This is an optimization exercise on Yosys and OpenROAD, whose aim is a short achievable clock period and few clock cycles, not a production implementation.
The RTL was checked by simulation tests, not by an equivalence proof against the original design.
Power is estimated from default activity; no workload was simulated.

## ember
Design CPU, start of the top module:
module CPU (
    input         clk,
    input         reset,
    output [15:0] imem_addr,
    input  [15:0] imem_data,
    output [15:0] dmem_addr,
    output [15:0] dmem_wdata,
    output        dmem_we,
    output        dmem_re,
    input  [15:0] dmem_rdata,
    output        halt
);
clock: 35.0 ns
lec_check: 0
cap_margin: 20
core_margin: 2
core_utilization: 40
slew_margin: 20
standard.sh (not shown) runs the stock make flow with config.mk's settings and CLKGATE_MAP_FILE= SYNTH_SCRIPT=/design/flow/synth_recipe.tcl, a recipe that flattens the netlist after the stock synthesis.
==> flow/flow/run.sh <==
#!/bin/bash
# Standard ORFS layout (the standard.sh, standard synthesis unchanged) with
# setup repair pushed further: the repair steps aim for this much setup
# slack at the design's clock period and constraints (SDC unchanged).
set -euo pipefail
export SETUP_SLACK_MARGIN=${SETUP_SLACK_MARGIN_OVERRIDE:-27}
bash standard.sh > standard.log 2>&1
Testbench counts of ember, summed over its fixed seeds: cycles 188,951.
> inputs changed (ember -> pepper)
--- a/flow/design.v
+++ b/flow/design.v
@@ -34,18 +34,19 @@
             ks17[17] = gn_[16];
         end
     endfunction
     reg [15:0] pc_q;
     reg [15:0] ir;
     reg        ir_v;
     reg [15:0] ir_pc2;
     reg [15:0] ir_pc;
     reg        ir_pred;            
+    reg        ir_hit;             
     reg [1:0]  bt_v;
     reg        bt_rr;
     reg [15:0] bt_pc [0:1];
     reg [15:0] bt_tg [0:1];
     reg [2:0]  bt_rs [0:1];
     reg [2:0]  bt_rt [0:1];
     reg [1:0]  bt_bg;
     reg [15:0] gpr [1:7];
     reg [7:1]  gv;
@@ -170,19 +171,19 @@
     wire [33:0] prod = $signed(mu_a) * $signed(mu_b);
     wire        b_ne     = (A != B);
     wire        b_gt     = ~A[15] & (A != 16'h0000);
     wire [17:0] b_sum    = ks17({1'b0, ir_pc2}, {1'b0, imm[14:0], 1'b0}, 1'b0);
     wire        b_take   = (is_bneq & b_ne) | (is_bgtz & b_gt);
     wire        b_fix    = (is_bneq | is_bgtz) & (b_take != ir_pred) & (ir[5:0] != 6'd0);
     wire        jr_take  = is_jr & (A != ir_pc2);
     wire        redirect = x_go & (b_fix | jr_take);
     wire [15:0] x_next   = is_jr ? A : b_take ? b_sum[15:0] : ir_pc2;
-    wire        bt_new   = x_go & (is_bneq | is_bgtz) & b_take & ~ir_pred & ir[5];
+    wire        bt_new   = x_go & (is_bneq | is_bgtz) & b_take & ~ir_hit & ir[5];
     wire ld_wen = m_re & (m_ld_rt != 3'd0);
     reg [15:0] gn [0:7];
     reg [7:0]  gk;                  
     integer p;
     always @(*) begin
         gn[0] = 16'h0000;
         gk[0] = 1'b1;
         for (p = 1; p < 8; p = p + 1) begin
             if (x_wen && x_dst == p) begin
@@ -202,19 +203,26 @@
     wire [15:0] e_tg  = bh1 ? bt_tg[1] : bt_tg[0];
     wire [15:0] e_a   = gn[e_rs];
     wire [15:0] e_b   = gn[e_rt];
     wire        e_tk  = e_bg ? (~e_a[15] & (e_a != 16'h0000)) : (e_a != e_b);
     wire        e_kn  = gk[e_rs] & (e_bg | gk[e_rt]);
     wire        f_pred = (bh0 | bh1) & e_kn & e_tk;
     wire [15:0] seq    = pc_q + 16'd2;
     wire        f_isj  = (imem_data[15:12] == 4'h7);
     wire [15:0] f_seq  = f_pred ? e_tg : seq;
-    wire [15:0] f_next = f_isj ? {seq[15:13], imem_data[11:0], 1'b0} : f_seq;
+    wire        f_hit  = bh0 | bh1;
+    wire        f_bt   = ((imem_data[15:12] == 4'h5) | (imem_data[15:12] == 4'h6)) &
+                         imem_data[5] & ~(f_hit & e_kn);
+    wire [7:0]  f_blo  = {1'b0, seq[6:0]} + {1'b0, imem_data[5:0], 1'b0};
+    wire [8:0]  seq_hm = seq[15:7] - 9'd1;
+    wire [15:0] f_btg  = {f_blo[7] ? seq[15:7] : seq_hm, f_blo[6:0]};
+    wire [15:0] f_next = f_isj ? {seq[15:13], imem_data[11:0], 1'b0} :
+                         f_bt  ? f_btg : f_seq;
     wire f_hold = halt_q | x_halt;
     wire f_adv  = ~f_hold & ~x_stall & ~redirect;
     wire        dsg   = is_r1;
     wire        a_neg = dsg & A[15];
     wire        b_neg = dsg & B[15];
     wire [17:0] a_ng  = ks17(17'h00000, {1'b1, ~A}, 1'b1);
     wire [17:0] b_ng  = ks17(17'h00000, {1'b1, ~B}, 1'b1);
     wire [15:0] a_abs = a_neg ? a_ng[15:0] : A;
     wire [15:0] b_abs = b_neg ? b_ng[15:0] : B;
@@ -320,19 +328,20 @@
             else if (dv_last)
                 dv_busy <= 1'b0;
         end
     end
     always @(posedge clk) begin
         if (f_adv) begin
             ir     <= imem_data;
             ir_pc2 <= seq;
             ir_pc  <= pc_q;
-            ir_pred <= f_pred;
+            ir_pred <= f_pred | f_bt;
+            ir_hit  <= f_hit;
         end
         for (i = 1; i < 8; i = i + 1) begin
             if (x_wen && x_dst == i)
                 gpr[i] <= xres;
             else if (ld_wen && m_ld_rt == i)
                 gpr[i] <= dmem_rdata;
         end
         if (bt_new) begin
             bt_pc[bt_rr] <= ir_pc;
--- outcome ---
On post-layout instance count excluding filler cells: pepper sits above ember.
In pepper, final total power is higher than in ember.
Comparing placed wire-length estimate for pepper and ember, the smaller number came from pepper.
Any difference in fraction of area in registers between pepper and ember is small enough to ignore.
Compared to ember, pepper has wire length 6.1 mm lower.
Cmp pepper vs ember: sequential power higher in pepper
Number of library cell types mapped by synthesis of pepper exceeds that of ember by a little under 10%.
Comparing fraction of power consumed by the clock network for pepper and ember, the smaller number came from ember.
Testbench counts of pepper, summed over its fixed seeds: cycles 185,761.

## static timing again, ports no longer ideal
Ports are ideal in the flow. The routed layouts listed here were re-timed in OpenROAD. Step 1 sets driving cells, clkbuf_16 on the clock port and buf_2 on the other inputs (assumed; they add their load-dependent delay and slew). Step 2, shift: input delay + t, output delay - t, t = (earliest + latest rising clock arrival at the registers) / 2. This alone moves slack from input paths to output paths. Three values: ideal ports, drivers, drivers and shift; two values: the first two.
| run | t, ns | slack for setup (ns) | clock arrival spread, ns |
|---|---|---|---|
| ember | 0.748 | 26.708 / 26.631 / 26.466 | 0.031 / 0.031 |
| pepper | 0.758 | 25.822 / 25.850 / 25.093 | 0.080 / 0.081 |
After both steps every run listed still meets setup and hold. The setup slack of pepper, which loses most, moves by +0.028 ns with the drivers and by -0.729 ns with both steps.
